Source: an optimization exercise on an open RTL-to-GDS flow (aim: a short achievable clock period and few clock cycles). Production flows keep margins and buffers that such runs may drop.
At most, simulation tests tie the RTL to the original design; equivalence was not proved.
For run 2, only the layout was checked, not whether the RTL still works.
Power and IR drop assume default switching activity.

--- design/flow/config.mk ---
export PLATFORM = sky130hd
export DESIGN_NAME = my_cpu
export DESIGN_NICKNAME = my_cpu
export VERILOG_FILES = /design/flow/design.v
export SDC_FILE = /design/flow/constraint.sdc
export NUM_CORES = 4
export LEC_CHECK = 0
export CAP_MARGIN = 20
export CORE_MARGIN = 2
export CORE_UTILIZATION = 40
export SETUP_SLACK_MARGIN = 3.0
export SLEW_MARGIN = 20
export SYNTH_HIERARCHICAL = 1
--- design/flow/constraint.sdc ---
create_clock -name core_clock -period 5.0 [get_ports {clk}]
set_input_delay 1.0000 -clock core_clock [delete_from_list [all_inputs] [get_ports {clk}]]
set_output_delay 1.0000 -clock core_clock [all_outputs]
set_load 0.01 [all_outputs]
--- design/flow/design.v ---
module flopr # (parameter WIDTH = 8)
(input clk, reset,load,
input [WIDTH-1:0] d,
output [WIDTH-1:0] q);
reg [WIDTH-1:0] data;
assign q = data;
always @ (posedge clk)
begin
if(reset)
	data <= 0;
else if(load)
	data <= d;
end
endmodule 
module mux2 # (parameter WIDTH = 8)
(input [WIDTH-1:0] d0, d1, input s,
output [WIDTH-1:0] y);
assign y = s ? d1 : d0;
endmodule
module aomux #(parameter N = 2, parameter W = 8)
(input [N-1:0] sel,
input [N*W-1:0] v,
output reg [W-1:0] y);
integer k;
always @(*) begin
	y = {W{1'b0}};
	for (k = 0; k < N; k = k + 1)
		y = y | ({W{sel[k]}} & v[k*W +: W]);
end
endmodule
module acc_mux #(parameter N = 8)
(input [N-1:0]d0,d1,d2,d3,
input [1:0] sel,
output reg [N-1:0] out);
always@(*)
	begin 
		case(sel)
		2'b00: out <= d0;
		2'b01: out <= d1;
		2'b10: out <= d2;
		2'b11: out <= d3;
		default: out <= d0;
		endcase
	end
endmodule
module jump_mux #(parameter N = 6)
(input[N-1:0] d0,d1,d2,d3,
input [1:0] sel,
output reg [N-1:0] out);
always@(*)
 begin
	case(sel)
	2'b00: out <= d0;
	2'b01: out <= d1;
	2'b10: out <= d2;
	2'b11: out <= d3;
	default: out <= d1;
	endcase
 end
endmodule 
module pcplus(input[5:0] d,
output [5:0] q);
assign q = d + 6'd1; 
endmodule
module relplus(input[5:0] a,b,
output[5:0] OUT);
assign OUT =  a + {3'b000,b[2:0]};
endmodule 
module relminus(input[5:0]a,b,
output[5:0] OUT);
assign OUT =  a - {3'b000,b[2:0]};
endmodule 
module pg8(input [7:0] a, b, output [7:0] p, g);
assign p = a ^ b;
assign g = a & b;
endmodule
module cla8(input [7:0] p, g, input cin, output [8:1] c);
wire [7:0] g0 = {g[7:1], g[0] | (p[0] & cin)};
wire [7:0] G1, P1, G2, P2, G3;
assign G1[0] = g0[0];                 assign P1[0] = p[0];
assign G1[1] = g0[1] | p[1] & g0[0];  assign P1[1] = p[1] & p[0];
assign G1[2] = g0[2];                 assign P1[2] = p[2];
assign G1[3] = g0[3] | p[3] & g0[2];  assign P1[3] = p[3] & p[2];
assign G1[4] = g0[4];                 assign P1[4] = p[4];
assign G1[5] = g0[5] | p[5] & g0[4];  assign P1[5] = p[5] & p[4];
assign G1[6] = g0[6];                 assign P1[6] = p[6];
assign G1[7] = g0[7] | p[7] & g0[6];  assign P1[7] = p[7] & p[6];
assign G2[1:0] = G1[1:0];             assign P2[1:0] = P1[1:0];
assign G2[2] = G1[2] | P1[2] & G1[1]; assign P2[2] = P1[2] & P1[1];
assign G2[3] = G1[3] | P1[3] & G1[1]; assign P2[3] = P1[3] & P1[1];
assign G2[5:4] = G1[5:4];             assign P2[5:4] = P1[5:4];
assign G2[6] = G1[6] | P1[6] & G1[5]; assign P2[6] = P1[6] & P1[5];
assign G2[7] = G1[7] | P1[7] & G1[5]; assign P2[7] = P1[7] & P1[5];
assign G3[3:0] = G2[3:0];
assign G3[4] = G2[4] | P2[4] & G2[3];
assign G3[5] = G2[5] | P2[5] & G2[3];
assign G3[6] = G2[6] | P2[6] & G2[3];
assign G3[7] = G2[7] | P2[7] & G2[3];
assign c = G3;
endmodule
module xor8(input [7:0] a, b, output [7:0] y);
assign y = a ^ b;
endmodule
module add8(input [7:0] a, b, input cin, output [7:0] s);
wire [7:0] p, g;
wire [8:1] c;
pg8 upg (a, b, p, g);
cla8 ucl (p, g, cin, c);
xor8 usm (p, {c[7:1], cin}, s);
endmodule
module addz8(input [7:0] a, b, input cin, output z);
wire [7:0] p = a ^ b;
wire [7:0] k = a | b;
assign z = (p == {k[6:0], cin});
endmodule
module andpre6(input [5:0] x, output [5:1] c);
assign c[1] = x[0];
assign c[2] = x[0] & x[1];
assign c[3] = x[0] & x[1] & x[2];
assign c[4] = (x[0] & x[1]) & (x[2] & x[3]);
assign c[5] = (x[0] & x[1]) & (x[2] & x[3]) & x[4];
endmodule
module xor6(input [5:0] a, b, output [5:0] y);
assign y = a ^ b;
endmodule
module inc6(input [5:0] x, output [5:0] y);
wire [5:1] c;
andpre6 uc (x, c);
xor6 ux (x, {c, 1'b1}, y);
endmodule
module inc6b(input [5:0] x, output [5:0] y);
wire [5:0] h;
inc6 ui ({1'b0, x[5:1]}, h);
assign y = {h[4:0], x[0]};
endmodule
module cla8n(input [7:0] p, g, output [7:1] c);
wire [7:0] G1, P1, G2, P2;
assign G1[0] = g[0];                  assign P1[0] = p[0];
assign G1[1] = g[1] | p[1] & g[0];    assign P1[1] = p[1] & p[0];
assign G1[2] = g[2];                  assign P1[2] = p[2];
assign G1[3] = g[3] | p[3] & g[2];    assign P1[3] = p[3] & p[2];
assign G1[4] = g[4];                  assign P1[4] = p[4];
assign G1[5] = g[5] | p[5] & g[4];    assign P1[5] = p[5] & p[4];
assign G1[6] = g[6];                  assign P1[6] = p[6];
assign G2[1:0] = G1[1:0];
assign G2[2] = G1[2] | P1[2] & G1[1];
assign G2[3] = G1[3] | P1[3] & G1[1];
assign G2[5:4] = G1[5:4];
assign G2[6] = G1[6] | P1[6] & G1[5];
assign c[4:1] = G2[3:0];
assign c[5] = G2[4] | P1[4] & G2[3];
assign c[6] = G2[5] | (P1[5] & P1[4]) & G2[3];
assign c[7] = G2[6] | (P1[6] & P1[5]) & G2[3];
endmodule
module add8n(input [7:0] a, b, output [7:0] s);
wire [7:0] p, g;
wire [7:1] c;
pg8 upg (a, b, p, g);
cla8n ucl (p, g, c);
xor8 usm (p, {c, 1'b0}, s);
endmodule
module andpre8(input [7:0] x, output [7:1] c);
wire a01 = x[0] & x[1];
wire a23 = x[2] & x[3];
wire a45 = x[4] & x[5];
wire a03 = a01 & a23;
assign c[1] = x[0];
assign c[2] = a01;
assign c[3] = a01 & x[2];
assign c[4] = a03;
assign c[5] = a03 & x[4];
assign c[6] = a03 & a45;
assign c[7] = a03 & a45 & x[6];
endmodule
module inc8(input [7:0] x, output [7:0] y);
wire [7:1] c;
andpre8 uc (x, c);
xor8 ux (x, {c, 1'b1}, y);
endmodule
module amux_late(input clr, input [7:0] early, input [3:0] sel, input [7:0] v0, v1, v2, v3,
output [7:0] y);
assign y = {8{!clr}} & (early | ({8{sel[0]}} & v0) | ({8{sel[1]}} & v1) |
                                ({8{sel[2]}} & v2) | ({8{sel[3]}} & v3));
endmodule
module shifter(a,sel,out);
	input [7:0] a;
	input [1:0] sel;
	output reg [7:0] out;
	always@(*)
	begin
		case(sel)
		2'b00:out = a;
		2'b01:out = a << 1;
		2'b10:out = a >> 1;
		2'b11:out = {a[0],a[7:1]};
		default: out = a;
	endcase
	end
endmodule 
module regfile(input[7:0] D,input[2:0] address ,input we,clock,reset,
output [7:0] out);
reg [7:0] register [7:0];
integer i;
always@(posedge clock)
begin
	if(reset)
	begin
		for(i = 0; i < 8; i = i + 1)
			register[i] <= 8'd0;
	end
	else if(we)
	begin
		register[address] <= D; 
	end
end
assign out = register[address];
endmodule 
module datapath(input clk,reset,
				input [7:0] readdata,
				input IRload,
				input [1:0] Jmpmuxsel,
				input PCload,
				input MemInst,
				input MRload,
				input [1:0] Asel,
				input Aload,
				input RFwr,
				input [2:0] ALUsel,
				input [1:0] Shiftsel,
				input outen,
				input [7:0] IN,
				output [7:0] accout,
				output [7:0]OUT,
				output [7:0] INSTR,
				output [5:0] address 
				);				
wire [7:0] result,rfout;
wire [7:0] aluout;
wire [7:0] amux_out; 
wire [5:0] MAout;
wire [5:0] PCout,pos_sign,neg_sign,PCplusone;
wire [5:0] JMPmuxOut; 
flopr #(8) IR (clk,reset,IRload,readdata,INSTR);
flopr #(6) MA (clk,reset,MRload,readdata[5:0],MAout);
flopr #(6) PC(clk,reset,PCload,JMPmuxOut,PCout);
relplus pos(PCout,INSTR[5:0],pos_sign);
relminus min(PCout,INSTR[5:0],neg_sign);
pcplus pcplusone(PCout,PCplusone);
jump_mux #(6) JMPmux(PCplusone,readdata[5:0],neg_sign,pos_sign,Jmpmuxsel,JMPmuxOut);
mux2 #(6) MemMux(PCout,MAout,MemInst,address);
acc_mux #(8) accmux4(result,rfout,IN,readdata,Asel,amux_out);
flopr #(8) accumlator(clk,reset,Aload,amux_out,accout);
regfile RF(accout,INSTR[2:0],RFwr,clk,reset,rfout);
alu ALU(accout,rfout,ALUsel,aluout);
shifter shiftReg(aluout,Shiftsel,result);
flopr #(8) OUTREG(clk,reset,outen,accout,OUT);
endmodule
module controller(input clk,reset,
			     input [7:0] instr,
				  input [7:0] A,
				  output MemWr,
				  output [1:0] JMPmux,Shiftsel,Asel,
				  output IRload,MRload,PCload,MemInst,Aload,RFwr,OutEn,
				  output [2:0] ALUsel,
				  output halted
				  );
wire [5:0] present;
reg [5:0] next;
reg [5:0] next_c;
reg [16:0] bits;
localparam FETCH = 6'd0,
		   DECODE = 6'd1,
			NOP = 6'd2,
		   LDA = 6'd3,
		   STA = 6'd4,
		   LDM = 6'd5,
		   STM = 6'd6,
		   LDI = 6'd7,
		   AND = 6'd8,
		   OR = 6'd9,
		   ADD = 6'd10,
		   SUB = 6'd11,
		   NOT = 6'd12,
		   INC = 6'd13,
		   DEC = 6'd14,
		   SHFL = 6'd15,
		   SHFR = 6'd16,
		   ROTR = 6'd17,
		   IN = 6'd18,
		   OUT = 6'd19,
		   HALT = 6'd20,
		   JMP = 6'd21,
		   JMPR = 6'd22,
		   JZ = 6'd23,
		   JZR = 6'd24,
		   JNZ = 6'd25,
		   JNZR = 6'd26,
		   JP = 6'd27,
		   JPR = 6'd28,
		   LDMC2 = 6'd29,
		   STMC2 = 6'd30;
assign present = reset ? 6'd0 : next;
always@(posedge clk)
begin
	if(reset)
		next <= 6'd0;
	else
		next <= next_c;
end
always@(*)
begin
			bits = 17'd0;
			next_c = 6'd0;
			case(present)
				FETCH:
					begin					
						bits = 17'b10001000000000000;
						next_c = DECODE;
					end
				DECODE:
				begin
						bits = 17'd0;
					if(instr == 8'b0000_0000)
						next_c = NOP;
					else if(instr[7:4] == 4'b0001)
						next_c = LDA;
					else if(instr[7:4] == 4'b0010)
						next_c = STA;
					else if(instr[7:4] == 4'b0011)
						next_c = LDM;
					else if(instr[7:4] == 4'b0100)
						next_c = STM;
					else if(instr[7:4] == 4'b0101)
						next_c = LDI;
					else if(instr[7:4] == 4'b1010)
						next_c = AND;
					else if(instr[7:4] == 4'b1011)
						next_c = OR;
					else if(instr[7:4] == 4'b1100)
						next_c = ADD;
					else if(instr[7:4] == 4'b1101)
						next_c = SUB;
					else if(instr == 8'b1110_0000)
						next_c = NOT;
					else if(instr == 8'b1110_0001)
						next_c = INC;
					else if(instr == 8'b1110_0010)
						next_c = DEC;
					else if(instr == 8'b1110_0011)
						next_c = SHFL;
					else if(instr == 8'b1110_0100)
						next_c = SHFR;
					else if(instr == 8'b1110_0101)
						next_c = ROTR;
					else if(instr == 8'b1111_0000)
						next_c = IN;
					else if(instr == 8'b1111_0001)
						next_c = OUT;
					else if(instr == 8'b1111_0010)
						next_c = HALT;
					else if(instr[7:4] == 4'b0110)
					begin
						if(instr[3:0] == 4'd0)
							next_c = JMP;
						else
							next_c = JMPR;
					end
					else if(instr[7:4] == 4'b0111)
					begin
						if(instr[3:0] == 4'd0)
							next_c = JZ;
						else
							next_c = JZR;
					end
					else if(instr[7:4] == 4'b1000)
					begin
						if(instr[3:0] == 4'd0)
							next_c = JNZ;
						else 
							next_c = JNZR;
					end					
					else if(instr[7:4] == 4'b1001)
					begin
						if(instr[3:0]== 4'd0)	
							next_c = JP;
						else	
							next_c = JPR;
					end
					else 
						next_c = FETCH;
				end
				NOP:
					begin
						bits = 17'b00000000000000000;
						next_c = FETCH;
					end
				LDA:
					begin
						bits = 17'b00000000110000000;
						next_c = FETCH;
					end
				STA:
					begin
						bits = 17'b00000000001000000;
						next_c = FETCH;
					end
				LDM:
					begin
						bits = 17'b01001000000000000;
						next_c = LDMC2;
					end
				STM:
					begin 
						bits = 17'b01001000000000000;
						next_c = STMC2;
					end
				LDI:
					begin
						bits = 17'b00001001110000000;
						next_c = FETCH;
					end
				AND:
					begin
						bits = 17'b00000000010001000;
						next_c = FETCH;
					end
				OR:
					begin
						bits = 17'b00000000010010000;
						next_c = FETCH;
					end
				ADD:
					begin
						bits = 17'b00000000010100000;
						next_c = FETCH;
					end
				SUB:
					begin
						bits = 17'b00000000010101000;
						next_c = FETCH;
					end
				NOT:
					begin
						bits = 17'b00000000010011000;
						next_c = FETCH;
					end
				INC:
					begin
						bits = 17'b00000000010110000;
						next_c = FETCH;
					end
				DEC:
					begin
						bits = 17'b00000000010111000;
						next_c = FETCH;
					end
				SHFL:
					begin
						bits = 17'b00000000010000010;
						next_c = FETCH;
					end
				SHFR:
					begin
						bits = 17'b00000000010000100;
						next_c = FETCH;
					end
				ROTR:
					begin
						bits = 17'b00000000010000110;
						next_c = FETCH;
					end
				IN:
					begin
						bits = 17'b00000001010000000;
						next_c = FETCH;
					end
				OUT:
					begin
						bits = 17'b00000000000000001;
						next_c = FETCH;
					end
				HALT:
					begin
						bits = 17'd0;
						next_c = HALT;
					end
				LDMC2:
					begin
						bits = 17'b00000101110000000;
						next_c = FETCH;
					end
				STMC2:
					begin
						bits = 17'b00000110000000000;
						next_c = FETCH;
					end
				JMP:
					begin
						bits = 17'b00011000000000000;
						next_c = FETCH;
					end
				JMPR:
					begin
						if(instr[3:0] == 4'd0)
							bits = 17'd0;
						else
						begin
							if(instr[3] == 1'd0) 
								bits = 17'b00111000000000000;
							else 
								bits = 17'b00101000000000000;
						end
					next_c = FETCH;
					end
				JZ:
					begin
						if(A == 8'b0)
							bits = 17'b00011000000000000;
						else  
							bits = 17'b00001000000000000;
						next_c = FETCH;
					end
				JZR:
					begin
						if(A == 8'b0 && instr[3:0]!= 4'd0)
							begin
								if(instr[3] == 1'd0) 
									bits = 17'b00111000000000000;
								else 
									bits = 17'b00101000000000000;
							end
						else 
							bits =17'd0;
						next_c = FETCH;
					end
				JNZ:
					begin
						if(A != 8'b0)
							bits = 17'b00011000000000000;
						else
							bits = 17'b00001000000000000;
						next_c = FETCH;
					end
				JNZR:
					begin
						if(A!=8'b0 && instr[3:0] != 4'd0)
							begin
								if(instr[3] == 1'd0) 
									bits = 17'b00111000000000000;
								else 
									bits = 17'b00101000000000000;
							end
						else  
							bits = 17'd0;
						next_c = FETCH;
					end
				JP:
					begin
						if(A[7] == 1'd0 && A !=8'd0 ) 
							bits = 17'b00011000000000000;
						else  
							bits = 17'b00001000000000000;
						next_c = FETCH;
					end
				JPR:
					begin
						if(A[7] == 1'd0 && instr[3:0] != 4'd0)
							begin
								if(instr[3] == 1'd0) 
									bits = 17'b00111000000000000;
								else 
									bits = 17'b00101000000000000;
							end
						else  
							bits = 17'd0;
					next_c = FETCH;
					end
			default:
				begin
					bits = 17'd0;
					next_c = FETCH;
				end
			endcase
end
assign IRload = bits[16];
assign MRload = bits[15];
assign JMPmux = bits[14:13];
assign PCload = bits[12];
assign MemInst = bits[11];
assign MemWr = bits[10];
assign Asel = bits[9:8];
assign Aload = bits [7];
assign RFwr = bits [6];
assign ALUsel = bits [5:3];
assign Shiftsel = bits [2:1];
assign OutEn = bits[0];
assign halted = (present == HALT);	
endmodule 
module my_cpu(input clk,reset,
output[5:0] address,
output memWr,
output[7:0] writedata,
input [7:0] readdata,IN,
output [7:0] OUT,
output halted
);
localparam NE = 4;       
integer i;
genvar gi;
reg mf;              
reg m_o;             
reg m_d;             
reg ld_d;            
reg wr, hlt;
reg [5:0] addr;      
reg [5:0] addr_o;    
reg [7:0] A, WD, OUTr;
reg zf, nf;          
reg [7:0] R [0:7];
reg x_b, x_and, x_or, x_add, x_sub, x_not, x_inc, x_dec, x_shl, x_shr, x_rot, x_in, x_opnd;
reg x_awe, x_out;
reg [7:0] x_stv;     
reg [2:0] mq;        
reg rfill;           
reg [7:0] B, opnd;
reg k_ldi, k_ldm, k_stm, k_abs;    
reg [4:0] bc;        
reg brel;            
reg [5:0] alt;       
reg [5:0] ret;       
reg [5:0] ipc;       
reg [5:0] rf_tag, rf_tgt, rf_tm1, rf_tm2, rf_qa;
reg [5:0] ipcm1, ipcm2;    
reg [5:0] ipc1;      
reg [15*6-1:0] rtc;  
reg [15:1] x_lov;    
reg [4:0] rf_bc;
reg          e_v [0:NE-1];
reg [5:0]    e_tag [0:NE-1];
reg [5:0]    e_qa [0:NE-1];
reg [4:0]    e_kind [0:NE-1];    
reg [4:0]    e_bc [0:NE-1];
reg [NE-1:0] hv;                 
reg [7:0]    e_tgt [0:NE-1];
reg [5:0]    e_tm1 [0:NE-1];     
reg [5:0]    e_tm2 [0:NE-1];     
reg [2:0]    e_c3 [0:NE-1];      
reg [NE-1:0] e_ptr;              
reg [NE-1:0] e_pd;               
reg [NE-1:0] hvp;                
assign address = addr_o;
assign memWr = wr;
assign writedata = WD;
assign OUT = OUTr;
assign halted = hlt;
wire [7:0] d = readdata;
wire [3:0] hi = d[7:4];
wire [3:0] lo = d[3:0];
wire [15:0] hiv, lov;
generate for (gi = 0; gi < 16; gi = gi + 1) begin : nib
	assign hiv[gi] = hi == gi;
	assign lov[gi] = lo == gi;
end endgenerate
function cond_of(input [4:0] c, input zf, input nf);
	cond_of = c[0] | (c[1] & zf) | (c[2] & !zf) | (c[3] & !nf & !zf) | (c[4] & !nf);
endfunction
function [2:0] cond3(input [4:0] c);
	cond3 = {cond_of(c, 1'b0, 1'b1), cond_of(c, 1'b0, 1'b0), cond_of(c, 1'b1, 1'b0)};
endfunction
wire z = zf;
wire n = nf;
wire misp = z ? mq[0] : n ? mq[2] : mq[1];
wire bcond = cond_of(bc, z, n);
wire fv = mf && !misp;       
wire fx = fv && !hlt;        
wire ldv = ld_d;
wire a_we = (x_awe) | ldv;
wire hold = !a_we;
wire [7:0] r_add, r_subn, r_inc, r_decn;
add8n uadd (A, B, r_add);
add8n usub (~A, B, r_subn);
inc8 uinc (A, r_inc);
inc8 udec (~A, r_decn);
wire [3:0] l_sel4 = {x_dec, x_inc, x_sub, x_add};
wire [10:0] a_sel = {hold, ldv,
                     x_opnd, x_in, x_rot, x_shr, x_shl,
                     x_not, x_or, x_and, x_b};
wire [11*8-1:0] a_val = {A, d,
                         opnd, IN, {A[0], A[7:1]}, {1'b0, A[7:1]}, {A[6:0], 1'b0},
                         ~A, A | B, A & B, B};
wire [7:0] a_early, w_early, a_next, wd_next;
aomux #(11, 8) amx (a_sel, a_val, a_early);
aomux #(11, 8) wmx (a_sel, a_val, w_early);
amux_late aml (reset, a_early, l_sel4, r_add, ~r_subn, r_inc, ~r_decn, a_next);
amux_late wml (reset, w_early, l_sel4, r_add, ~r_subn, r_inc, ~r_decn, wd_next);
wire [10:0] n7_val;
generate for (gi = 0; gi < 11; gi = gi + 1) begin : nv
	assign n7_val[gi] = a_val[gi*8 + 7];
end endgenerate
wire n_early, nf_pre;
aomux #(11, 1) nmx7 (a_sel, n7_val, n_early);
aomux #(5, 1) nml ({l_sel4, 1'b1}, {~r_decn[7], r_inc[7], ~r_subn[7], r_add[7], n_early}, nf_pre);
wire nf_next = !reset & nf_pre;
wire z_add;
addz8 uzadd (A, B, 1'b0, z_add);
wire [14:0] z_val = {zf, d == 8'd0,
                     opnd == 8'd0, IN == 8'd0, zf, A[7:1] == 7'd0, A[6:0] == 7'd0,
                     A == 8'hff, (A | B) == 8'd0, (A & B) == 8'd0, B == 8'd0,
                     A == 8'd1, A == 8'hff, A == B, z_add};
wire [14:0] z_sel = {a_sel, x_dec, x_inc, x_sub, x_add};
wire zf_pre;
aomux #(15, 1) zmx (z_sel, z_val, zf_pre);
wire zf_next = reset | zf_pre;
wire op_lda = hiv[1];
wire op_sta = hiv[2];
wire op_ldm = hiv[3];
wire op_stm = hiv[4];
wire op_ldi = hiv[5];
wire op_and = hiv[10];
wire op_or  = hiv[11];
wire op_add = hiv[12];
wire op_sub = hiv[13];
wire op_not = hiv[14] & lov[0];
wire op_inc = hiv[14] & lov[1];
wire op_dec = hiv[14] & lov[2];
wire op_shl = hiv[14] & lov[3];
wire op_shr = hiv[14] & lov[4];
wire op_rot = hiv[14] & lov[5];
wire op_in  = hiv[15] & lov[0];
wire op_out = hiv[15] & lov[1];
wire op_hlt = hiv[15] & lov[2];
wire op_br  = |hiv[9:6];
wire lo0 = lov[0];
wire op_abs = op_br & lo0;
wire op_rel = op_br & !lo0;
wire op_two = op_ldi | op_ldm | op_stm | op_abs;
wire [4:0] f_bc = {hiv[9] & !lo0, hiv[9] & lo0, hiv[8], hiv[7], hiv[6]};
wire [5:0] a_p1, a_p2;
inc6 uap1 (addr, a_p1);
inc6b uap2 (addr, a_p2);
wire [NE-1:0] e_usef, e_relk, e_takek, e_ldik, e_memk, e_ldmk, e_stmk;
wire [NE*3-1:0] e_mqk;
wire [NE*6-1:0] e_nx1, e_nx0, e_altk;
wire [NE*8-1:0] e_tgtk;
generate for (gi = 0; gi < NE; gi = gi + 1) begin : look
	wire br = e_kind[gi][3] | e_kind[gi][4];
	wire pred = e_pd[gi];
	wire take = pred;
	wire [5:0] fall = e_kind[gi][4] ? a_p1 : a_p2;
	assign e_usef[gi] = e_kind[gi][0] | (br & !take);
	assign e_relk[gi] = e_kind[gi][4];
	assign e_mqk[gi*3 +: 3] = {3{br}} & (e_c3[gi] ^ {3{pred}});
	assign e_takek[gi] = take;
	assign e_ldik[gi] = e_kind[gi][0];
	assign e_ldmk[gi] = e_kind[gi][1];
	assign e_stmk[gi] = e_kind[gi][2];
	assign e_memk[gi] = e_kind[gi][1] | e_kind[gi][2];
	assign e_nx1[gi*6 +: 6] = e_kind[gi][0] ? fall : e_tgt[gi][5:0];
	assign e_nx0[gi*6 +: 6] = (e_kind[gi][0] | br) ? fall : e_tgt[gi][5:0];
	assign e_altk[gi*6 +: 6] = take ? fall : e_tgt[gi][5:0];
	assign e_tgtk[gi*8 +: 8] = e_tgt[gi];
end endgenerate
wire hit = |hv;
wire h_ldi = |(hv & e_ldik);
wire h_ldm = |(hv & e_ldmk);
wire h_stm = |(hv & e_stmk);
wire h_mem = |(hv & e_memk);
wire [7:0] ht;
aomux #(NE, 8) htm (hv, e_tgtk, ht);
wire [2:0] h_mq;
aomux #(NE, 3) hmq (hv, e_mqk, h_mq);
wire o_ret = k_ldi | (k_abs & !bcond);
wire [5:0] h_nx1, h_nx0;
aomux #(NE, 6) hn1 (hv, e_nx1, h_nx1);
aomux #(NE, 6) hn0 (hv, e_nx0, h_nx0);
wire h_take = |(hv & e_takek);
wire [15*6-1:0] a_rel;
generate for (gi = 1; gi < 16; gi = gi + 1) begin : rel
	wire [7:0] sum;
	if (gi < 8)
		add8 ur ({2'b00, addr}, 8'd1 + gi, 1'b0, sum);
	else
		add8 ur ({2'b00, addr}, 8'd1 - (gi - 8), 1'b0, sum);
	assign a_rel[(gi-1)*6 +: 6] = sum[5:0];
end endgenerate
wire [5:0] rt_sel;
aomux #(15, 6) rmx (x_lov, rtc, rt_sel);
wire [5:0] redir = brel ? rt_sel : alt;
wire go = !reset & !misp;      
wire [5:0] n_sel = {misp & !reset, (m_d | (m_o & o_ret)) & go, m_o & !o_ret & go,
                    mf & !hit & go, mf & hit & h_take & go, mf & hit & !h_take & go};
wire [6*6-1:0] n_val = {redir, ret, d[5:0], a_p1, h_nx1, h_nx0};
wire [5:0] addr_next, addr_o_next;
aomux #(6, 6) nmx (n_sel, n_val, addr_next);
aomux #(6, 6) nmxo (n_sel, n_val, addr_o_next);
wire [NE-1:0] l_sel = hv;
wire [5:0] alt_next;
aomux #(NE, 6) lmx (l_sel, e_altk, alt_next);
wire [8*8-1:0] b_val;
generate for (gi = 0; gi < 8; gi = gi + 1) begin : bv
	assign b_val[gi*8 +: 8] = (x_stv[gi]) ? WD : R[gi];
end endgenerate
wire [7:0] b_next;
aomux #(8, 8) bmx (lov[15:8] | lov[7:0], b_val, b_next);
wire fill = m_o | rfill;
wire [5:0] f_tag = m_o ? ipc : rf_tag;
wire [5:0] f_qa = m_o ? ipc1 : rf_qa;
wire [5:0] f_tm1 = m_o ? ipcm1 : rf_tm1;
wire [5:0] f_tm2 = m_o ? ipcm2 : rf_tm2;
wire [4:0] f_kind = m_o ? {1'b0, k_abs, k_stm, k_ldm, k_ldi} : 5'b10000;
wire [4:0] f_bcv = m_o ? bc : rf_bc;
wire [7:0] f_tgt = m_o ? d : {2'b00, rf_tgt};
wire [NE-1:0] hv_next;
generate for (gi = 0; gi < NE; gi = gi + 1) begin : hvn
	wire fs = rfill & e_ptr[gi];
	wire eq_p1 = addr == e_tm1[gi];
	wire eq_p2 = addr == e_tm2[gi];
	wire [NE-1:0] eq_nx;
	genvar gk;
	for (gk = 0; gk < NE; gk = gk + 1) begin : nx
		wire eq_t = e_tgt[gk][5:0] == e_tag[gi];
		assign eq_nx[gk] = e_usef[gk] ? (e_relk[gk] ? eq_p1 : eq_p2) : eq_t;
	end
	assign hv_next[gi] = e_v[gi] & !fs & mf & go & ((!hit & eq_p1) | |(hv & eq_nx));
end endgenerate
always @(posedge clk) begin
	if (reset) begin
		mf <= 1'b1; m_o <= 1'b0; m_d <= 1'b0; ld_d <= 1'b0;
		wr <= 1'b0; hlt <= 1'b0;
		OUTr <= 8'd0;
		for (i = 0; i < 8; i = i + 1) R[i] <= 8'd0;
		x_b <= 1'b0; x_and <= 1'b0; x_or <= 1'b0; x_add <= 1'b0; x_sub <= 1'b0;
		x_not <= 1'b0; x_inc <= 1'b0; x_dec <= 1'b0; x_shl <= 1'b0; x_shr <= 1'b0;
		x_rot <= 1'b0; x_in <= 1'b0; x_opnd <= 1'b0; x_awe <= 1'b0; x_out <= 1'b0;
		x_stv <= 8'd0; mq <= 3'd0; rfill <= 1'b0;
		e_ptr <= {{NE-1{1'b0}}, 1'b1};
		for (i = 0; i < NE; i = i + 1) e_v[i] <= 1'b0;
	end else begin
		for (i = 0; i < 8; i = i + 1)
			if (x_stv[i]) R[i] <= WD;
		if (x_out) OUTr <= WD;
		if (fv && op_hlt) hlt <= 1'b1;
		x_b   <= fx & op_lda; x_and <= fx & op_and; x_or  <= fx & op_or;
		x_add <= fx & op_add; x_sub <= fx & op_sub; x_not <= fx & op_not;
		x_inc <= fx & op_inc; x_dec <= fx & op_dec; x_shl <= fx & op_shl;
		x_shr <= fx & op_shr; x_rot <= fx & op_rot; x_in  <= fx & op_in;
		x_out <= fx & op_out;
		for (i = 0; i < 8; i = i + 1) x_stv[i] <= fx & op_sta & (d[2:0] == i);
		x_opnd <= fx & h_ldi;
		x_awe <= fx & (op_lda | op_and | op_or | op_add | op_sub | op_not | op_inc |
		         op_dec | op_shl | op_shr | op_rot | op_in | h_ldi);
		mf <= !((fv & ((op_two & !hit) | h_mem)) | (m_o & (k_ldm | k_stm)));
		m_o <= fv & op_two & !hit;
		m_d <= (fv & h_mem) | (m_o & (k_ldm | k_stm));
		ld_d <= ((fv & ((op_ldi & !hit) | h_ldm)) | (m_o & k_ldm)) & !hlt;
		wr <= ((fv & h_stm) | (m_o & k_stm)) & !hlt;
		mq <= {3{fv}} & (hit ? h_mq : {3{op_rel}} & cond3(f_bc));
		rfill <= misp & brel;
		hvp <= hv & {NE{mf}};
		if (fill) begin
			for (i = 0; i < NE; i = i + 1)
				if (e_ptr[i]) e_v[i] <= 1'b1;
			e_ptr <= {e_ptr[NE-2:0], e_ptr[NE-1]};
		end
		if (m_d && wr) begin
			for (i = 0; i < NE; i = i + 1)
				if (e_tag[i] == addr || e_qa[i] == addr) e_v[i] <= 1'b0;
		end
	end
end
always @(posedge clk) begin
	addr <= addr_next;
	addr_o <= addr_o_next;
	hv <= hv_next;
	A <= a_next;
	WD <= wd_next;
	zf <= zf_next;
	nf <= nf_next;
	B <= b_next;
	opnd <= ht;
	alt <= alt_next;
	brel <= !hit;
	rf_tag <= ipc;
	rf_tgt <= redir;
	rtc <= a_rel;
	x_lov <= lov[15:1];
	rf_tm1 <= ipcm1;
	rf_qa <= ipc1;
	rf_tm2 <= ipcm2;
	rf_bc <= bc;
	if (misp & !brel) e_pd <= e_pd ^ hvp;
	for (i = 0; i < NE; i = i + 1)
		if (fill && e_ptr[i]) begin
			e_tag[i] <= f_tag;
			e_qa[i] <= f_qa;
			e_tm1[i] <= f_tm1;
			e_tm2[i] <= f_tm2;
			e_kind[i] <= f_kind;
			e_bc[i] <= f_bcv;
			e_c3[i] <= cond3(f_bcv);
			e_pd[i] <= !m_o | bcond;
			e_tgt[i] <= f_tgt;
		end
	if (mf) begin
		k_ldi <= op_ldi; k_ldm <= op_ldm; k_stm <= op_stm; k_abs <= op_abs;
		bc <= f_bc;
		ret <= a_p2;
		ipc <= addr;
		ipc1 <= a_p1;
		ipcm1 <= addr - 6'd1;
		ipcm2 <= addr - 6'd2;
	end
end
endmodule
--- design/flow/run.sh ---
#!/bin/bash
# synth_recipe.tcl (not shown) runs the flow's synth.tcl, then flattens the netlist and writes it again
# the make line also repeats each setting of config.mk as NAME=value (left out here)
make -C /OpenROAD-flow-scripts/flow DESIGN_CONFIG=/design/flow/config.mk WORK_HOME=/design/flow/orfs CLKGATE_MAP_FILE= SYNTH_SCRIPT=/design/flow/synth_recipe.tcl finish
==> flow_summary_export.csv, run 1 <==
group,metric,value,unit
clock_network,path_clk_slew,0.06,ns
worst_setup_path,critPathRequiredTime,5.47,ns
floorplanning,coreArea,67400,um^2
clock_network,max-clock-path-buffers,3,
worst_hold_path,min-delay-path-class,"reg2reg",
grt,grt_pass1_wl,130,mm
sta,drv_slew,0,
worst_setup_path,crit_type,"reg2reg",
sta,hold_viol,0,
job,max_cap_violations,0,
sta,finalSetupViolations,0,
logic_synthesis,netlist_area,27400,um^2
outcome,status,"complete, no violations",
logic_synthesis,synth_area_per_cell,10.6,um^2
worst_hold_path,whs_path_depth,0,
floorplanning,die_h,266,um
floorplanning,rows,95,
logic_synthesis,synth_cells,2575,
sta,fin_setup_tns,0,ns
detailed_routing,drt-initial-drc-count,2114,
placement,hpwl,54.9,mm
sta,max_freq,0.466,GHz
placement,port_buffers,41,
clock_network,cts_tree,"built",
detailed_routing,vias_per_cell,5.72,
floorplanning,die_x,266,um
sta,tightestPinTransition,0.796,ns
grt,track_usage,0.242,
power_and_ir_drop,powerDensity,339,nW/um^2
sta,relSlewSlack,0.469,
detailed_routing,routed_wl,87.5,mm
detailed_routing,ant_nets,0,
clock_network,cts_buffers,52,
finish,drive_above_1_share,0.258,
sta,skew,0.0225,ns
sta,hold_ws,0.361,ns
grt,grt_max_degree,72,
worst_setup_path,cp-end-kind,"flip-flop",
floorplanning,die-area,70500,um^2
worst_setup_path,cp-start-kind,"flip-flop",
placement,routabilityCongestion,0.942,
power_and_ir_drop,peakVddDrop,238,uV
floorplanning,ios,42,
clock_network,clk_latency,0.61,ns
floorplanning,start_util,0.406,
grt,gr-total-overflow,0,
finish,diodes,0,
detailed_routing,wire_per_inst,23.2,um
finish,fin_nets,3004,
detailed_routing,drt_pass1_iterations,8,
worst_setup_path,critPathArrivalTime,2.61,ns
sta,fin_crit,2.15,ns
logic_synthesis,ys_warn_count,27,
worst_setup_path,worst_r2r_path_depth,6,
power_and_ir_drop,leakage,13.8,nW
grt,grt_pass1_vias,21157,
power_and_ir_drop,p_total,11.5,mW
finish,syn_to_final_growth,24.1,%
grt,antenna_found_initial,2,
sta,period_share,0.429,
clock_network,root_buffer,"clkbuf_16",
clock_network,htreeDepth,2,
worst_setup_path,cp_max_fo,6,
sta,rsz0062_at_grt,"true",
clock_network,cts.sinks,511,
detailed_routing,vias,21562,
detailed_routing,drc,0,
==> final timing paths <==
kind / start / end / slack (ns)
max: x_lov[7]$_DFF_P_ / addr[4]$_DFF_P_ / 2.85
min: ipc[1]$_DFFE_PP_ / rf_tag[1]$_DFF_P_ / 0.36
max reg2reg: x_lov[7]$_DFF_P_ / addr[4]$_DFF_P_ / 2.85
min reg2reg: ipc[1]$_DFFE_PP_ / rf_tag[1]$_DFF_P_ / 0.36
==> stage by stage <==
stage                     cells  area [um^2]  worst slack, ns   util
after floorplan            2715        28000             2.94      -
after global placement     3473        28700             1.69  0.426
after detailed placement   3473        28700             1.62  0.426
after CTS                  3705        32800             2.85  0.486
after global routing       3768        34000             2.78  0.504
final                      3768        34000             2.85  0.504
==> critical path, stage by stage, from the launching register on <==
cell	delay, ns
dfxtp_1	0.45
a22o_1	0.32
a221oi_1	0.26
nand4_1	0.28
mux2_2	0.39
a22oi_1	0.17
nand3_1	0.13
==> repair_timing <==
item | in CTS | in global routing
resized for setup | 392 | 138
buffers inserted | 130 | 60
hold buffers | 0 | 0
pin swaps | 88 | 123
cloned | 7 | 3
setup endpoints to repair | 268 | 135
==> cell usage in the layout, fill, tap and decap left out, types with 11 or more instances in the layout <==
cell and n:
dfxtp_1 259, edfxtp_1 202, xor2_1 189, buf_4 159, a22oi_1 149, conb_1 148, xnor2_1 145, nor2_1 127
mux2_2 98, a21oi_1 94, ha_1 94, nand2_1 91, and2_1 83, inv_1 64, a21o_1 56, clkbuf_16 54
nand4_1 52, buf_6 46, nand3_1 45, a222oi_1 41, mux2i_1 40, dfxtp_4 37, ha_4 36, a22o_1 31
a221oi_1 31, o21ai_0 29, nor3_1 29, a22oi_2 22, buf_12 22, and3_1 17, clkbuf_1 17, o21ai_1 15
a21o_2 15, a211oi_2 14, dfxtp_2 13, nor2_4 13, clkinv_2 13, o21ai_2 12, xor2_4 11
==> final cells by class <==
| type | instances | area (um^2) |
|---|---|---|
| multi-input combinational | 1949 | 15800 |
| fill | 5872 | 33400 |
| clock buffer | 74 | 1450 |
| sequential | 511 | 12400 |
| inverter | 81 | 362 |
| timing repair buffer | 259 | 2690 |
| tap | 873 | 1090 |
| clock inverter | 21 | 193 |
==> power by group <==
group	switching, mW	internal (mW)
Combinational	1.34	1.20
Clock	1.64	2.13
Sequential	0.248	4.94
==> registers in the layout, indices dropped and copies added (netlist names), 8 cells and up <==
name and cells:
A 8, B 8, OUTr 8, R 64, WD 8, e_c3 12
e_kind 20, e_qa 24, e_tag 20, e_tgt 32, e_tm1 24, e_tm2 24
opnd 8, rtc 90, x_lov 15, x_stv 8
==> routing by layer <==
metal / vias to the layer above / routed length [um] / GRT usage
met5: - / 8 / 0
met1: 10553 / 37500 / 0.325
met3: 205 / 5870 / 0.0317
met2: 947 / 40600 / 0.393
met4: 2 / 3520 / 0.0994
li1: 9855 / - / -
Testbench counts, summed over its fixed seeds: cycles 52,909.
==> inputs of run 2 (changes only) <==
--- a/design/flow/design.v
+++ b/design/flow/design.v
@@ -177,10 +177,11 @@
 andpre8 uc (x, c);
 xor8 ux (x, {c, 1'b1}, y);
 endmodule
-module amux_late(input clr, input [7:0] early, input [3:0] sel, input [7:0] v0, v1, v2, v3,
-output [7:0] y);
+module amux_late(input clr, input [7:0] early, input [5:0] sel,
+input [7:0] v0, v1, v2, v3, v4, v5, output [7:0] y);
 assign y = {8{!clr}} & (early | ({8{sel[0]}} & v0) | ({8{sel[1]}} & v1) |
-                                ({8{sel[2]}} & v2) | ({8{sel[3]}} & v3));
+                                ({8{sel[2]}} & v2) | ({8{sel[3]}} & v3) |
+                                ({8{sel[4]}} & v4) | ({8{sel[5]}} & v5));
 endmodule
 module shifter(a,sel,out);
 	input [7:0] a;
@@ -617,6 +618,7 @@
 reg [7:0] A, WD, OUTr;
 reg zf, nf;          
 reg [7:0] R [0:7];
+reg xv;              
 reg x_b, x_and, x_or, x_add, x_sub, x_not, x_inc, x_dec, x_shl, x_shr, x_rot, x_in, x_opnd;
 reg x_awe, x_out;
 reg [7:0] x_stv;     
@@ -672,44 +674,43 @@
 wire misp = z ? mq[0] : n ? mq[2] : mq[1];
 wire bcond = cond_of(bc, z, n);
 wire fv = mf && !misp;       
-wire fx = fv && !hlt;        
-wire ldv = ld_d;
-wire a_we = (x_awe) | ldv;
+wire ok = xv & !hlt;
+wire ldv = ld_d & !hlt;
+wire a_we = (x_awe & ok) | ldv;
 wire hold = !a_we;
 wire [7:0] r_add, r_subn, r_inc, r_decn;
 add8n uadd (A, B, r_add);
 add8n usub (~A, B, r_subn);
 inc8 uinc (A, r_inc);
 inc8 udec (~A, r_decn);
-wire [3:0] l_sel4 = {x_dec, x_inc, x_sub, x_add};
-wire [10:0] a_sel = {hold, ldv,
-                     x_opnd, x_in, x_rot, x_shr, x_shl,
-                     x_not, x_or, x_and, x_b};
-wire [11*8-1:0] a_val = {A, d,
-                         opnd, IN, {A[0], A[7:1]}, {1'b0, A[7:1]}, {A[6:0], 1'b0},
-                         ~A, A | B, A & B, B};
+wire [5:0] l_sel = {x_in & ok, ldv, x_dec & ok, x_inc & ok, x_sub & ok, x_add & ok};
+wire [9:0] a_sel = {hold,
+                    x_opnd & ok, x_rot & ok, x_shr & ok, x_shl & ok,
+                    x_not & ok, x_or & ok, x_and & ok, x_b & ok, 1'b0};
+wire [10*8-1:0] a_val = {A,
+                         opnd, {A[0], A[7:1]}, {1'b0, A[7:1]}, {A[6:0], 1'b0},
+                         ~A, A | B, A & B, B, 8'd0};
 wire [7:0] a_early, w_early, a_next, wd_next;
-aomux #(11, 8) amx (a_sel, a_val, a_early);
-aomux #(11, 8) wmx (a_sel, a_val, w_early);
-amux_late aml (reset, a_early, l_sel4, r_add, ~r_subn, r_inc, ~r_decn, a_next);
-amux_late wml (reset, w_early, l_sel4, r_add, ~r_subn, r_inc, ~r_decn, wd_next);
-wire [10:0] n7_val;
-generate for (gi = 0; gi < 11; gi = gi + 1) begin : nv
+aomux #(10, 8) amx (a_sel, a_val, a_early);
+aomux #(10, 8) wmx (a_sel, a_val, w_early);
+amux_late aml (reset, a_early, l_sel, r_add, ~r_subn, r_inc, ~r_decn, d, IN, a_next);
+amux_late wml (reset, w_early, l_sel, r_add, ~r_subn, r_inc, ~r_decn, d, IN, wd_next);
+wire [9:0] n7_val;
+generate for (gi = 0; gi < 10; gi = gi + 1) begin : nv
 	assign n7_val[gi] = a_val[gi*8 + 7];
 end endgenerate
 wire n_early, nf_pre;
-aomux #(11, 1) nmx7 (a_sel, n7_val, n_early);
-aomux #(5, 1) nml ({l_sel4, 1'b1}, {~r_decn[7], r_inc[7], ~r_subn[7], r_add[7], n_early}, nf_pre);
+aomux #(10, 1) nmx7 (a_sel, n7_val, n_early);
+aomux #(7, 1) nml ({l_sel, 1'b1}, {IN[7], d[7], ~r_decn[7], r_inc[7], ~r_subn[7], r_add[7], n_early}, nf_pre);
 wire nf_next = !reset & nf_pre;
 wire z_add;
 addz8 uzadd (A, B, 1'b0, z_add);
-wire [14:0] z_val = {zf, d == 8'd0,
-                     opnd == 8'd0, IN == 8'd0, zf, A[7:1] == 7'd0, A[6:0] == 7'd0,
-                     A == 8'hff, (A | B) == 8'd0, (A & B) == 8'd0, B == 8'd0,
-                     A == 8'd1, A == 8'hff, A == B, z_add};
-wire [14:0] z_sel = {a_sel, x_dec, x_inc, x_sub, x_add};
-wire zf_pre;
-aomux #(15, 1) zmx (z_sel, z_val, zf_pre);
+wire [9:0] z_val = {zf,
+                    opnd == 8'd0, zf, A[7:1] == 7'd0, A[6:0] == 7'd0,
+                    A == 8'hff, (A | B) == 8'd0, (A & B) == 8'd0, B == 8'd0, 1'b0};
+wire z_early, zf_pre;
+aomux #(10, 1) zmx (a_sel, z_val, z_early);
+aomux #(7, 1) zml ({l_sel, 1'b1}, {IN == 8'd0, d == 8'd0, A == 8'd1, A == 8'hff, A == B, z_add, z_early}, zf_pre);
 wire zf_next = reset | zf_pre;
 wire op_lda = hiv[1];
 wire op_sta = hiv[2];
@@ -793,12 +794,11 @@
 wire [5:0] addr_next, addr_o_next;
 aomux #(6, 6) nmx (n_sel, n_val, addr_next);
 aomux #(6, 6) nmxo (n_sel, n_val, addr_o_next);
-wire [NE-1:0] l_sel = hv;
 wire [5:0] alt_next;
-aomux #(NE, 6) lmx (l_sel, e_altk, alt_next);
+aomux #(NE, 6) lmx (hv, e_altk, alt_next);
 wire [8*8-1:0] b_val;
 generate for (gi = 0; gi < 8; gi = gi + 1) begin : bv
-	assign b_val[gi*8 +: 8] = (x_stv[gi]) ? WD : R[gi];
+	assign b_val[gi*8 +: 8] = (x_stv[gi] & ok) ? WD : R[gi];
 end endgenerate
 wire [7:0] b_next;
 aomux #(8, 8) bmx (lov[15:8] | lov[7:0], b_val, b_next);
@@ -829,6 +829,7 @@
 		wr <= 1'b0; hlt <= 1'b0;
 		OUTr <= 8'd0;
 		for (i = 0; i < 8; i = i + 1) R[i] <= 8'd0;
+		xv <= 1'b0;
 		x_b <= 1'b0; x_and <= 1'b0; x_or <= 1'b0; x_add <= 1'b0; x_sub <= 1'b0;
 		x_not <= 1'b0; x_inc <= 1'b0; x_dec <= 1'b0; x_shl <= 1'b0; x_shr <= 1'b0;
 		x_rot <= 1'b0; x_in <= 1'b0; x_opnd <= 1'b0; x_awe <= 1'b0; x_out <= 1'b0;
@@ -837,22 +838,23 @@
 		for (i = 0; i < NE; i = i + 1) e_v[i] <= 1'b0;
 	end else begin
 		for (i = 0; i < 8; i = i + 1)
-			if (x_stv[i]) R[i] <= WD;
-		if (x_out) OUTr <= WD;
+			if (x_stv[i] & ok) R[i] <= WD;
+		if (x_out && ok) OUTr <= WD;
 		if (fv && op_hlt) hlt <= 1'b1;
-		x_b   <= fx & op_lda; x_and <= fx & op_and; x_or  <= fx & op_or;
-		x_add <= fx & op_add; x_sub <= fx & op_sub; x_not <= fx & op_not;
-		x_inc <= fx & op_inc; x_dec <= fx & op_dec; x_shl <= fx & op_shl;
-		x_shr <= fx & op_shr; x_rot <= fx & op_rot; x_in  <= fx & op_in;
-		x_out <= fx & op_out;
-		for (i = 0; i < 8; i = i + 1) x_stv[i] <= fx & op_sta & (d[2:0] == i);
-		x_opnd <= fx & h_ldi;
-		x_awe <= fx & (op_lda | op_and | op_or | op_add | op_sub | op_not | op_inc |
+		xv <= !misp;
+		x_b   <= mf & op_lda; x_and <= mf & op_and; x_or  <= mf & op_or;
+		x_add <= mf & op_add; x_sub <= mf & op_sub; x_not <= mf & op_not;
+		x_inc <= mf & op_inc; x_dec <= mf & op_dec; x_shl <= mf & op_shl;
+		x_shr <= mf & op_shr; x_rot <= mf & op_rot; x_in  <= mf & op_in;
+		x_out <= mf & op_out;
+		for (i = 0; i < 8; i = i + 1) x_stv[i] <= mf & op_sta & (d[2:0] == i);
+		x_opnd <= mf & h_ldi;
+		x_awe <= mf & (op_lda | op_and | op_or | op_add | op_sub | op_not | op_inc |
 		         op_dec | op_shl | op_shr | op_rot | op_in | h_ldi);
 		mf <= !((fv & ((op_two & !hit) | h_mem)) | (m_o & (k_ldm | k_stm)));
 		m_o <= fv & op_two & !hit;
 		m_d <= (fv & h_mem) | (m_o & (k_ldm | k_stm));
-		ld_d <= ((fv & ((op_ldi & !hit) | h_ldm)) | (m_o & k_ldm)) & !hlt;
+		ld_d <= (fv & ((op_ldi & !hit) | h_ldm)) | (m_o & k_ldm);
 		wr <= ((fv & h_stm) | (m_o & k_stm)) & !hlt;
 		mq <= {3{fv}} & (hit ? h_mq : {3{op_rel}} & cond3(f_bc));
 		rfill <= misp & brel;
==> flow_summary_export.csv, run 2 <==
group,metric,value,unit
sta,tightestPinTransition,0.884,ns
worst_setup_path,cp_top_family,"compound AO/OA/AOI/OAI gates",
sta,fin_crit,2.28,ns
worst_setup_path,cp-start-kind,"flip-flop",
logic_synthesis,synth_cells,2635,
power_and_ir_drop,switching_power,3.43,mW
worst_setup_path,worstPathBufferInverterCount,1,
detailed_routing,detailroute.wirelength.met3,7.09,mm
finish,final_cell_mix,"256 x dfxtp_1, 202 x edfxtp_1, 201 x a22oi_1",
floorplanning,rows,96,
finish,largest_reg_flops,90,
grt,track_usage,0.250,
power_and_ir_drop,comb_power_share,0.218,
power_and_ir_drop,p_int,8.62,mW
worst_setup_path,cp_num_cells,9,
outcome,status,"complete, no violations",
placement,numPlacedInstances,3607,
power_and_ir_drop,leakage,14.3,nW
clock_network,path_clk_slew,0.07,ns
worst_setup_path,critPathRequiredTime,5.47,ns
finish,largest_register,"rtc",
grt,grt_pass1_wl,135,mm
clock_network,cts_buffers,54,
sta,finalSetupViolations,0,
worst_setup_path,slowest_delay,0.44,ns
logic_synthesis,ys_warn_count,26,
floorplanning,die_h,268,um
finish,drive_above_1_share,0.271,
worst_setup_path,path_cells,"nor2b_4 -> buf_12 -> a21oi_4 -> a22o_1 -> a221oi_2 -> nand4_1 -> a222oi_1 -> nand3_2 -> nor2b_4",
grt,antenna_found_initial,2,
detailed_routing,routed_wl,92.4,mm
job,max_cap_violations,0,
worst_setup_path,worst_r2r_path_depth,9,
worst_hold_path,min-delay-path-class,"reg2reg",
sta,skew,0.0379,ns
detailed_routing,vias_per_cell,5.70,
detailed_routing,drt-initial-drc-count,2122,
worst_setup_path,cpMostUsedCell,"nor2b_4",
power_and_ir_drop,powerDensity,347,nW/um^2
finish,final_common_cell,"dfxtp_1",
clock_network,hold_buffers,0,
detailed_routing,drt_pass1_iterations,7,
detailed_routing,vias,22437,
clock_network,cts.sinks,512,
power_and_ir_drop,seqPwrFrac,0.434,
detailed_routing,route.met2.wl,42.6,mm
grt,grt_max_degree,74,
clock_network,clk_latency,0.63,ns
detailed_routing,wire_per_inst,23.5,um
finish,top_regs,"rtc: 90 flops, R: 64 flops, e_tgt: 32 flops",
clock_network,cts_tree,"built",
placement,routabilityCongestion,0.948,
worst_setup_path,critPathArrivalTime,2.75,ns
clock_network,root_buffer,"clkbuf_16",
floorplanning,die_x,268,um
logic_synthesis,synth_area_per_cell,10.5,um^2
worst_hold_path,whs_path_depth,0,
worst_setup_path,crit_type,"reg2reg",
sta,hold_viol,0,
floorplanning,start_util,0.404,
worst_setup_path,cp_max_fo,11,
sta,relSlewSlack,0.410,
finish,fin_nets,3112,
detailed_routing,m1WireLength,38.5,mm
placement,hpwl,58.2,mm
clock_network,htreeDepth,2,
power_and_ir_drop,p_total,12.0,mW
sta,period_share,0.456,
power_and_ir_drop,peakVddDrop,297,uV
sta,fin_setup_tns,0,ns
finish,instances_no_fill,3939,
floorplanning,ios,42,
clock_network,max-clock-path-buffers,3,
worst_setup_path,cp-end-kind,"flip-flop",
worst_setup_path,slowest_stage,"a222oi_1",
finish,syn_to_final_growth,25.0,%
sta,max_freq,0.439,GHz
sta,rsz0062_at_grt,"true",
detailed_routing,routed.top_layer,"met5",
detailed_routing,ant_nets,0,
floorplanning,coreArea,68700,um^2
logic_synthesis,netlist_area,27800,um^2
power_and_ir_drop,switching_share,0.284,
detailed_routing,drc,0,
sta,drv_slew,0,
power_and_ir_drop,p_clk_frac,0.348,
grt,gr-total-overflow,0,
placement,port_buffers,41,
floorplanning,die-area,71600,um^2
grt,grt_pass1_vias,21753,
## run 2: changes by cell type in the layout (fill, tap and decap cells not counted), moves of 12 or more
cell,change
conb_1,+23
buf_4,+39
nand2_1,+12
a31oi_1,+13
ha_4,-21
a21oi_1,-20
nand4_1,+15
a222oi_1,-17
a221oi_1,-26
a221oi_2,+16
ha_1,+19
a22oi_1,+52
## run 2: worst paths after layout
path | to | from | slack [ns]
worst max-delay path | nf$_DFF_P_ | hlt$_SDFFE_PP0P_ | 2.72
worst min-delay path | rf_tag[5]$_DFF_P_ | ipc[5]$_DFFE_PP_ | 0.36
worst max register to register | nf$_DFF_P_ | hlt$_SDFFE_PP0P_ | 2.72
worst min register to register | rf_tag[5]$_DFF_P_ | ipc[5]$_DFFE_PP_ | 0.36
## run 2: repair_timing
action | in CTS | in global routing
endpoints found under the hold margin | 0 | 0
cloned | 5 | 6
gates resized for setup | 349 | 162
setup buffers | 113 | 106
pin swaps | 59 | 113
setup endpoints to repair | 175 | 98
## run 2: layout make-up
type,count,area [um^2]
Clock inverter,22,209
Tap cell,931,1160
Clock buffer,79,1650
Timing Repair Buffer,298,2930
Fill cell,6169,34000
Antenna cell,1,2.50
Multi-Input combinational cell,2019,16000
Sequential cell,512,12400
Inverter,77,343
## run 2: power groups by stage
stage               Combinational [mW]  Clock (mW)  Sequential [mW]
floorplan                         1.43           0             5.24
global placement                  1.79           0             5.42
detailed placement                1.84           0             5.42
CTS                               2.27        4.24             5.24
global route                      2.83        4.42             5.27
finish                            2.63        4.19             5.22
## run 2: metrics by stage
stage	setup WS (ns)	hold WS, ns	cell area (um^2)	util
2_1_floorplan	2.85	0.342	28500	-
3_3_place_gp	1.84	0.350	29300	0.426
3_5_place_dp	1.72	0.353	29300	0.426
4_1_cts	2.75	0.364	33100	0.482
5_1_grt	2.66	0.371	34700	0.505
6_report	2.72	0.358	34700	0.505
## run 2: layer usage
layer / up-vias / GRT usage
met1: 11018 / 0.330
met5: - / 0
li1: 10119 / -
met2: 1043 / 0.412
met3: 255 / 0.0381
met4: 2 / 0.0975

## afterwards: timing with drivers on the ports
No port has a modelled driver above. Below, the same layouts with a new extraction and two added sets of constraints. Step 1 sets driving cells, clkbuf_16 on the clock port and buf_2 on the other inputs (assumed; they add their load-dependent delay and slew). Step 2, shift: input delay + t, output delay - t, t = (earliest + latest rising clock arrival at the registers) / 2. This alone moves slack from input paths to output paths. a / b / c = ideal ports / drivers / drivers and shift; a / b = the first two.
run | shift t [ns] | slack for setup (ns) | worst setup path at the end
run 1 | 0.661 | 2.854 / 2.804 / 2.326 | input to register
run 2 | 0.671 | 2.720 / 2.720 / 2.295 | input to register
After both steps every run listed still meets setup and hold. The setup slack of run 1, which loses most, moves by -0.050 ns with the drivers and by -0.528 ns with both steps.
